This design comes from an exercise in tuning for small area, a short achievable clock period and few clock cycles per item on the open sky130 flow, not from production work. At most, simulation tests tie the RTL to the original design; equivalence was not proved.

== red ==
## Rsa256Core
module Rsa256Core (
  input          i_clk,
  input          i_rst,
  input          i_start,
  input  [255:0] i_a,
  input  [255:0] i_d,
  input  [255:0] i_n,
  output [255:0] o_a_pow_d,
  output         o_finished
);
Settings: LEC_CHECK=0, CAP_MARGIN=20, CORE_MARGIN=2, CORE_UTILIZATION=40, SETUP_SLACK_MARGIN=0.5, SLEW_MARGIN=20, SYNTH_HIERARCHICAL=1; clock period 16.0 ns.
standard.sh (not shown) runs the stock make flow with config.mk's settings and CLKGATE_MAP_FILE= SYNTH_SCRIPT=/design/flow/synth_recipe.tcl, a recipe that flattens the netlist after the stock synthesis.
==> flow/flow/run.sh <==
#!/bin/bash
# Own layout flow: the standard synthesis, then the standard ORFS layout steps with
# repair_timing aiming for extra setup slack (the clock and constraints are unchanged).
set -uo pipefail
KNOBS=$(cat flow/knobs.txt 2>/dev/null || echo "SETUP_SLACK_MARGIN=10")
[[ -f flow/env.sh ]] && source flow/env.sh
bash standard.sh synth > synth.log 2>&1 || { tail -50 synth.log; exit 1; }
bash standard.sh $KNOBS finish > layout.log 2>&1 || { tail -50 layout.log; exit 1; }
==> flow/flow/env.sh <==
export BUFFER_PORTS_ARGS="-buffer_cell sky130_fd_sc_hd__buf_4"
==> flow/flow/knobs.txt <==
SETUP_SLACK_MARGIN=11.5 SLEW_MARGIN=30
red -> stages 100% | layout checks FAIL | max-slew violations
Testbench counts of red, summed over its fixed seeds: cycles 621,500, ops 24.
#### Input delta (blue over red)
==> flow/flow/knobs.txt <==
SETUP_SLACK_MARGIN=11 SLEW_MARGIN=30
[summary]
- blue: all stages complete, timing, DRC and antenna checks passed
- Going from red to blue, final wirelength -about 8%, post-route non-filler standard cell count decreased 3.6%, met2 routing resource usage after global routing decreased by 4.1 points relative to the old numbers, deepest level of the CTS H-tree barely changed.
- Taking red as the reference, in blue normalized max-slew margin now larger, sequential share of layout area now larger, core region area comparable.
- [compare] base=red new=blue: met2 routed wirelength dropped 7.9%; stage delay of the slowest cell on the critical path climbed 0.14 ns.

========
build 75:
Another version of the RTL of Rsa256Core (not shown whole).
For scale: roughly 1000 I/O pins, roughly 0.21 mm^2 of cells after synthesis.
clock: 16.0 ns
lec_check: 0
cap_margin: 20
core_margin: 2
core_utilization: 48
setup_slack_margin: 0.5
slew_margin: 20
synth_hierarchical: 1
==> flow/flow/knobs.txt <==
SETUP_SLACK_MARGIN=11.25 SLEW_MARGIN=40
Scripts as last shown in full above: flow/flow/run.sh, flow/flow/env.sh
Build 75 finished end to end and its layout was clean on timing, DRC and antenna.
Testbench counts of build 75, summed over its fixed seeds: cycles 310,004, ops 24.
Changes in build 70 relative to build 75:
- CORE_UTILIZATION: 48 -> 40
- Per the final summary, build 70 finished and its layout is clean on timing, DRC and antenna.
- For setup slack, build 75 and build 70 come out practically identical.
- Relative to build 75, sequential share of layout area decreased by 0.20 points in build 70.
- Compared with build 75, in build 70 aggregate routed wire length now larger, utilization now smaller.
- Looking at build 75 and build 70, the minimum hold slack is a wash.
Here is what was changed in the inputs of build 27 compared with build 70.
==> flow/flow/knobs.txt <==
SETUP_SLACK_MARGIN=11.4 SLEW_MARGIN=40
- Across build 27 and build 70, the outcome is the same: a clean finish for every run.
- Measured against build 70, the detailed route wirelength on metal3 of build 27 comes out at 1.13 times the reference value.
- Summary of the comparison: via count is higher in build 27, relative to build 70.
- Going from build 70 to build 27, non-clock buffer count higher; placer's final routability congestion estimate -about 0.9%.
- For build 70, the source of the critical timing path was B[2]$_DFF_P_, unlike build 27, where it was B[1]$_DFF_P_.
- Compared with build 70, build 27 shows a higher non-clock buffer contribution to total cell area.
- Build 27: amount of wire on met2 after detailed routing 4.3% above build 70
- Final core area utilization: lower on build 70
- Inserted tap cell count delta (build 70 -> build 27): insignificant
What build 64 does differently from build 27 at the input level:
- a change of CORE_UTILIZATION from 40 to 55
==> flow/flow/knobs.txt <==
SETUP_SLACK_MARGIN=11.25 SLEW_MARGIN=40
Results
From build 27 to build 64 the numbers moved as follows: core utilization has increased.
Total met2 wirelength after detailed routing for build 64: 8.2% down relative to build 27
The via count of the first global-routing pass of build 64 falls short of that of build 27 by 2902.
Compared with build 27, in build 64 non-clock buffer count fell about 8%, met2 capacity usage during global routing rose 14 points, final instance area fell 0.0071 mm^2.

========
rev 12:
Rsa256Core, a different RTL version from the one above (not shown whole).
Size in the first run: about 1000 I/O pins, roughly 0.21 mm² of cells after synthesis.
// Rsa256Core
module Rsa256Core (
  input          i_clk,
  input          i_rst,
  input          i_start,
  input  [255:0] i_a,
  input  [255:0] i_d,
  input  [255:0] i_n,
  output [255:0] o_a_pow_d,
  output         o_finished
);
  localparam OP_SQ = 3'd0, OP_MUL1 = 3'd1, OP_MUL3 = 3'd2, OP_PRE = 3'd3, OP_OUT = 3'd4, OP_DONE = 3'd5,
             OP_NONE = 3'd7;
  reg         st_idle, st_cl, st_ca, st_scan, st_setup, st_mont;
  reg         ph_in, ph_nt, ph_fr;
  reg         fin_r;
  reg  [2:0]  op;           
  reg  [2:0]  mulpend;      
  reg         sqleft;       
  reg         pre_bit;      
  reg         wr_a3;        
  reg         keepb;        
  reg         first;        
  reg  [8:0]  cnt;
  reg         last;         
  reg  [8:0]  idx;          
  reg         scan_ph;
  reg  [16:0] d_l1;         
  reg  [281:0] Sn, Cn;     
  reg         cinn;           
  reg  [272:0] B;          
  reg  [272:0] A;          
  reg  [272:0] A3;         
  reg  [271:0] NT;        
  reg  [7:0]  q;          
  reg  [7:0]  dig, dign, dnx;   
  reg  [6:0]  didx;           
  reg  [7:0]  dBsn, dBcn;   
  reg         sgn;            
  reg  [15:0] F;         
  reg  [15:0] nu;             
  reg  [15:0] nlo;            
  reg  [15:0] npr;            
  assign o_a_pow_d = B[256:1];
  assign o_finished = fin_r;
  wire dbit = d_l1[idx[3:0] + 1];
  wire dbit1 = d_l1[idx[3:0]];
  ...
Settings: LEC_CHECK=0, CAP_MARGIN=20, CORE_MARGIN=2, CORE_UTILIZATION=40, SETUP_SLACK_MARGIN=0.5, SLEW_MARGIN=20, SYNTH_HIERARCHICAL=1; clock period 16.0 ns.
==> flow/flow/knobs.txt <==
SETUP_SLACK_MARGIN=11.25 SLEW_MARGIN=40
Scripts as last shown in full above: flow/flow/run.sh, flow/flow/env.sh
Testbench counts of rev 12, summed over its fixed seeds: cycles 318,787, ops 24.
The inputs of rev 13 differ from those of rev 12 as listed below.
- CORE_UTILIZATION now 60, was 40
Results
Rev 13 packs its core tighter than rev 12.
Routed wire length was higher in the run labelled rev 12.
Compared with rev 12, rev 13 shows a final routed wire length divided by cell count that is 6.4% higher.
In rev 13, met3 track demand over resource in global routing is higher than in rev 12.
Rev 13 vs. rev 12: number of detailed-routing iterations run before antenna repair went up by 1.
Compared with rev 12, rev 13 ends up with less cell area.

========
Rsa256Core with an RTL version that a note above also has.
Size in the first run: about 19,000 cells after synthesis, roughly 210,000 um^2 of cells after synthesis.
==> flow/design.v (excerpt) <==
module Rsa256Core (
  input          i_clk,
  input          i_rst,
  input          i_start,
  input  [255:0] i_a,
  input  [255:0] i_d,
  input  [255:0] i_n,
  output [255:0] o_a_pow_d,
  output         o_finished
);
  localparam OP_SQ = 3'd0, OP_MUL1 = 3'd1, OP_MUL3 = 3'd2, OP_PRE = 3'd3, OP_OUT = 3'd4, OP_DONE = 3'd5,
             OP_NONE = 3'd7;
  reg         st_idle, st_cl, st_ca, st_scan, st_setup, st_mont;
  reg         ph_in, ph_nt, ph_fr;
  reg         fin_r;
  reg  [2:0]  op;           
  reg  [2:0]  mulpend;      
  reg         sqleft;       
  reg         pre_bit;      
  reg         wr_a3;        
  reg         keepb;        
  reg         first;        
  reg  [8:0]  cnt;
  reg         last;         
  reg  [8:0]  idx;          
  reg         scan_ph;
  reg  [16:0] d_l1;         
  reg  [279:0] Sn, Cn;     
  reg         cinn;           
  reg  [270:0] B;          
  reg  [270:0] A;          
  reg  [270:0] A3;         
  reg  [269:0] NT;        
  reg  [1:0] hcorr;   
  reg  [7:0]  q;          
  reg  [7:0]  dig, dign, dnx;   
  reg  [6:0]  didx;           
  reg  [7:0]  dBsn, dBcn;   
  reg         sgn;            
  reg  [13:0] F;         
  reg  [13:0] nu;         
  reg  [13:0] nlo;        
  reg  [13:0] npr;        
  assign o_a_pow_d = B[256:1];
  assign o_finished = fin_r;
  wire dbit = d_l1[idx[3:0] + 1];
  wire dbit1 = d_l1[idx[3:0]];
  wire [256:0] dpad = {i_d, 1'b0};
  function automatic [7:0] mulk(input [7:0] x, input [7:0] y);
    mulk = x * y;
  endfunction
  wire cci = F[13] | ~cinn;
  wire [270:0] P;
  rsa_add u_add (.x(Sn[270:0]), .y(Cn[270:0]), .ci(~cci), .s(P));
  wire [7:0] qnext;
  rsa_qn u_qn (.sn(Sn[15:0]), .cn(Cn[15:0]), .cinn(cinn), .dbsn(dBsn), .dbcn(dBcn),
               .qc(q[1:0]), .hc(hcorr), .q(qnext));
  wire [7:0] mmsn, mmcn, m0sn, m0cn;
  rsa_mulcs u_mm (.a(dign), .b(B[7:0]), .sn(mmsn), .cn(mmcn));
  wire [269:0] qqn0 = ~(NT & {270{q[0]}});
  wire [270:0] ppn0 = ~(B & {271{dig[0]}});
  wire [269:0] qqn1 = ~(NT & {270{q[1]}});
  wire [270:0] ppn1 = ~(B & {271{dig[1]}});
  wire [269:0] qqn2 = ~(NT & {270{q[2]}});
  wire [270:0] ppn2 = ~(B & {271{dig[2]}});
  wire [269:0] qqn3 = ~(NT & {270{q[3]}});
  wire [270:0] ppn3 = ~(B & {271{dig[3]}});
  wire [269:0] qqn4 = ~(NT & {270{q[4]}});
  wire [270:0] ppn4 = ~(B & {271{dig[4]}});
  wire [269:0] qqn5 = ~(NT & {270{q[5]}});
  ...
clock: 16.0 ns
lec_check: 0
cap_margin: 20
core_margin: 2
core_utilization: 40
setup_slack_margin: 0.5
slew_margin: 20
synth_hierarchical: 1
==> flow/flow/knobs.txt <==
SETUP_SLACK_MARGIN=11.4 SLEW_MARGIN=40 TNS_END_PERCENT=10
Scripts as last shown in full above: flow/flow/run.sh, flow/flow/env.sh
Testbench counts at the start, summed over its fixed seeds: cycles 310,004, ops 24.
Rerun with:
==> flow/flow/knobs.txt (replaced) <==
SETUP_SLACK_MARGIN=11.25 SLEW_MARGIN=40
- CORE_UTILIZATION: 40 -> 48
- CTS_CLUSTER_DIAMETER: unset -> 80
- CTS_CLUSTER_SIZE: unset -> 30
What happened:
- The changed run finished with timing, DRC and antenna clean
- hold slack is better by 3.6 ps
- maximum frequency rises by 1.2%
- via count falls by 1.6%
- final area falls by 2.3%
- clock-buffer cell count falls by 124
- synthesized area stays the same
- flip-flop and latch count stays the same

========
Rsa256Core, a different RTL version from the one above (not shown whole).
For scale: ~11000 cells after synthesis, ~1100 flip-flops, roughly 1000 I/O pins, ~0.11 mm² of cells after synthesis.
Settings: LEC_CHECK=0, CAP_MARGIN=20, CORE_MARGIN=2, CORE_UTILIZATION=40, SETUP_SLACK_MARGIN=0.5, SLEW_MARGIN=20, SYNTH_HIERARCHICAL=1; clock period 16.0 ns.
run.sh (not shown) runs the stock make flow with config.mk's settings and CLKGATE_MAP_FILE= SYNTH_SCRIPT=/design/flow/synth_recipe.tcl, a recipe that flattens the netlist after the stock synthesis.
Stock flow here: none of the scripts above is used.
Next try:
==> flow/flow/run.sh (new file) <==
#!/bin/bash
# Own layout flow: the standard synthesis, then the standard ORFS layout steps with
# repair_timing aiming for extra setup slack (the clock and constraints are unchanged).
set -uo pipefail
MARGIN=$(cat flow/margin.txt 2>/dev/null || echo 10)
bash standard.sh synth > synth.log 2>&1 || { tail -50 synth.log; exit 1; }
bash standard.sh SETUP_SLACK_MARGIN=$MARGIN finish > layout.log 2>&1 || { tail -50 layout.log; exit 1; }
==> flow/flow/margin.txt (new file) <==
10
==> flow/standard.sh (new file) <==
#!/bin/bash
# synth_recipe.tcl (not shown) runs the flow's synth.tcl, then flattens the netlist and writes it again
# the make line also repeats each setting of config.mk as NAME=value (left out here)
make -C /OpenROAD-flow-scripts/flow DESIGN_CONFIG=/design/flow/config.mk WORK_HOME=/design/flow/orfs CLKGATE_MAP_FILE= SYNTH_SCRIPT=/design/flow/synth_recipe.tcl "${@:-finish}"
removed: flow/run.sh
Now the flow completed, yet does not pass: max-slew violations.
Global-route usage rises by 0.67 points.
Register-to-register slack improves by 2.9 ns.
Die area does not change.
Clock-buffer cell count climbs by 15.
Via count rises slightly.
Routed wire length goes up by a few percent.
Synthesized cell count is unchanged.
Non-clock buffer count climbs by 77.
Next try:
==> flow/flow/run.sh (replaced) <==
#!/bin/bash
# Own layout flow: the standard synthesis, then the standard ORFS layout steps with
# repair_timing aiming for extra setup slack (the clock and constraints are unchanged).
set -uo pipefail
KNOBS=$(cat flow/knobs.txt 2>/dev/null || echo "SETUP_SLACK_MARGIN=10")
bash standard.sh synth > synth.log 2>&1 || { tail -50 synth.log; exit 1; }
bash standard.sh $KNOBS finish > layout.log 2>&1 || { tail -50 layout.log; exit 1; }
==> flow/flow/knobs.txt (new file) <==
SETUP_SLACK_MARGIN=10 SKIP_BUFFER_REMOVAL=1
removed: flow/flow/margin.txt
The changed run completed, yet does not pass: max-slew violations.
Hold slack does not change.
Fmax does not change.
Function was not checked in any run of this note: the RTL went through the layout flow alone.

========
## run 1
Another version of the RTL of Rsa256Core (not shown whole).
For scale: ~1,000 I/O pins, ~200,000 um^2 of cells after synthesis.
Settings: LEC_CHECK=0, CAP_MARGIN=20, CORE_MARGIN=2, CORE_UTILIZATION=40, SETUP_SLACK_MARGIN=0.5, SLEW_MARGIN=20, SYNTH_HIERARCHICAL=1; clock period 16.0 ns.
standard.sh (not shown) runs the stock make flow with config.mk's settings and CLKGATE_MAP_FILE= SYNTH_SCRIPT=/design/flow/synth_recipe.tcl, a recipe that flattens the netlist after the stock synthesis.
==> flow/flow/run.sh <==
#!/bin/bash
# Own layout flow: the standard synthesis, then the standard ORFS layout steps with
# repair_timing aiming for extra setup slack (the clock and constraints are unchanged).
set -uo pipefail
KNOBS=$(cat flow/knobs.txt 2>/dev/null || echo "SETUP_SLACK_MARGIN=10")
[[ -f flow/env.sh ]] && source flow/env.sh
bash standard.sh synth > synth.log 2>&1 || { tail -50 synth.log; exit 1; }
bash standard.sh $KNOBS finish > layout.log 2>&1 || { tail -50 layout.log; exit 1; }
==> flow/flow/knobs.txt <==
SETUP_SLACK_MARGIN=11 SLEW_MARGIN=30
Scripts as last shown in full above: flow/flow/env.sh
Run 1 finished end to end and its layout was clean on timing, DRC and antenna.
#### Input delta (run 2 over run 1)
==> flow/flow/knobs.txt <==
SETUP_SLACK_MARGIN=11.25 SLEW_MARGIN=40
Findings:
Global-route usage (higher): run 2. [compare] base=run 1 new=run 2: proportion of cell area occupied by registers -0.31 points; standard cell area after detailed placement +840 um^2.
Input-level comparison between run 3 and run 2:
==> flow/flow/knobs.txt <==
SETUP_SLACK_MARGIN=11.5 SLEW_MARGIN=40
==> summary.txt <==
Run 3 falls short of run 2 in relative slew slack. The run with more routed wire is run 3, not run 2. Changes observed in run 3 relative to run 2: non-clock buffer total of the final layout saw an increase, count of cell instances traversed by the critical path shrank by 17, final area grew by 5.5%. Diff run 3 and run 2: area growth from synthesis to layout higher in run 3.
Function was not checked in any run of this note: the RTL went through the layout flow alone.

==> port drivers added, routing unchanged <==
In the flow no input, the clock included, has a driving cell. The finished layouts below were timed again as built, in two steps. Step 1: set_driving_cell puts a clkbuf_16 on i_clk and a buf_2 on each other input, an assumption about the parent block. Step 2, shift: input delay + t, output delay - t, t = (earliest + latest rising clock arrival at the registers) / 2. This alone moves slack from input paths to output paths. Three values: ideal ports, drivers, drivers and shift; two values: the first two.
| run | shift t [ns] | setup WS [ns] | hold slack, ns | worst setup path after step 2 | worst data-port slew with drivers (ns) |
|---|---|---|---|---|---|
| red | 0.929 | 11.100 / 11.100 / 10.443 | 0.438 / 0.438 / 0.438 | input to register | 0.35 |
| blue | 0.954 | 11.051 / 10.946 / 10.523 | 0.448 / 0.448 / 0.448 | input to register | 0.33 |
| build 75 | 1.100 | 11.169 / 11.033 / 11.149 | 0.421 / 0.421 / 0.421 | input to register | 0.24 |
| build 70 | 1.099 | 11.171 / 11.049 / 11.184 | 0.421 / 0.421 / 0.421 | input to register | 0.27 |
| build 27 | 1.097 | 11.179 / 11.056 / 11.055 | 0.416 / 0.416 / 0.416 | input to register | 0.27 |
| build 64 | 1.113 | 11.157 / 11.028 / 11.124 | 0.423 / 0.423 / 0.423 | input to register | 0.24 |
| rev 12 | 1.143 | 11.105 / 10.971 / 11.057 | 0.430 / 0.430 / 0.430 | input to register | 0.17 |
| rev 13 | 1.107 | 11.137 / 11.006 / 11.065 | 0.466 / 0.466 / 0.466 | input to register | 0.68 |
| the first run of note 4 | 1.113 | 11.102 / 10.979 / 11.191 | 0.428 / 0.428 / 0.428 | register to register | 0.27 |
| the second run of note 4 | 1.071 | 11.160 / 11.036 / 11.143 | 0.432 / 0.432 / 0.432 | input to register | 0.26 |
| the first run of note 5 | 0.910 | 7.157 / 7.157 / 7.157 | 0.521 / 0.521 / 0.521 | register to register | 0.26 |
| the second run of note 5 | 0.931 | 10.105 / 10.105 / 9.569 | 0.513 / 0.513 / 0.513 | input to register | 0.24 |
| the third run of note 5 | 0.931 | 10.105 / 10.105 / 9.569 | 0.513 / 0.513 / 0.513 | input to register | 0.24 |
| run 1 | 1.040 | 10.941 / 10.855 / 10.941 | 0.471 / 0.471 / 0.471 | register to register | 0.39 |
| run 2 | 1.048 | 11.171 / 11.060 / 11.153 | 0.472 / 0.472 / 0.472 | input to register | 0.42 |
| run 3 | 1.108 | 11.066 / 10.955 / 11.006 | 0.466 / 0.466 / 0.466 | input to register | 0.48 |
For red, which loses most, drivers alone change the setup slack by 0.000 ns; drivers and shift together by -0.657 ns.
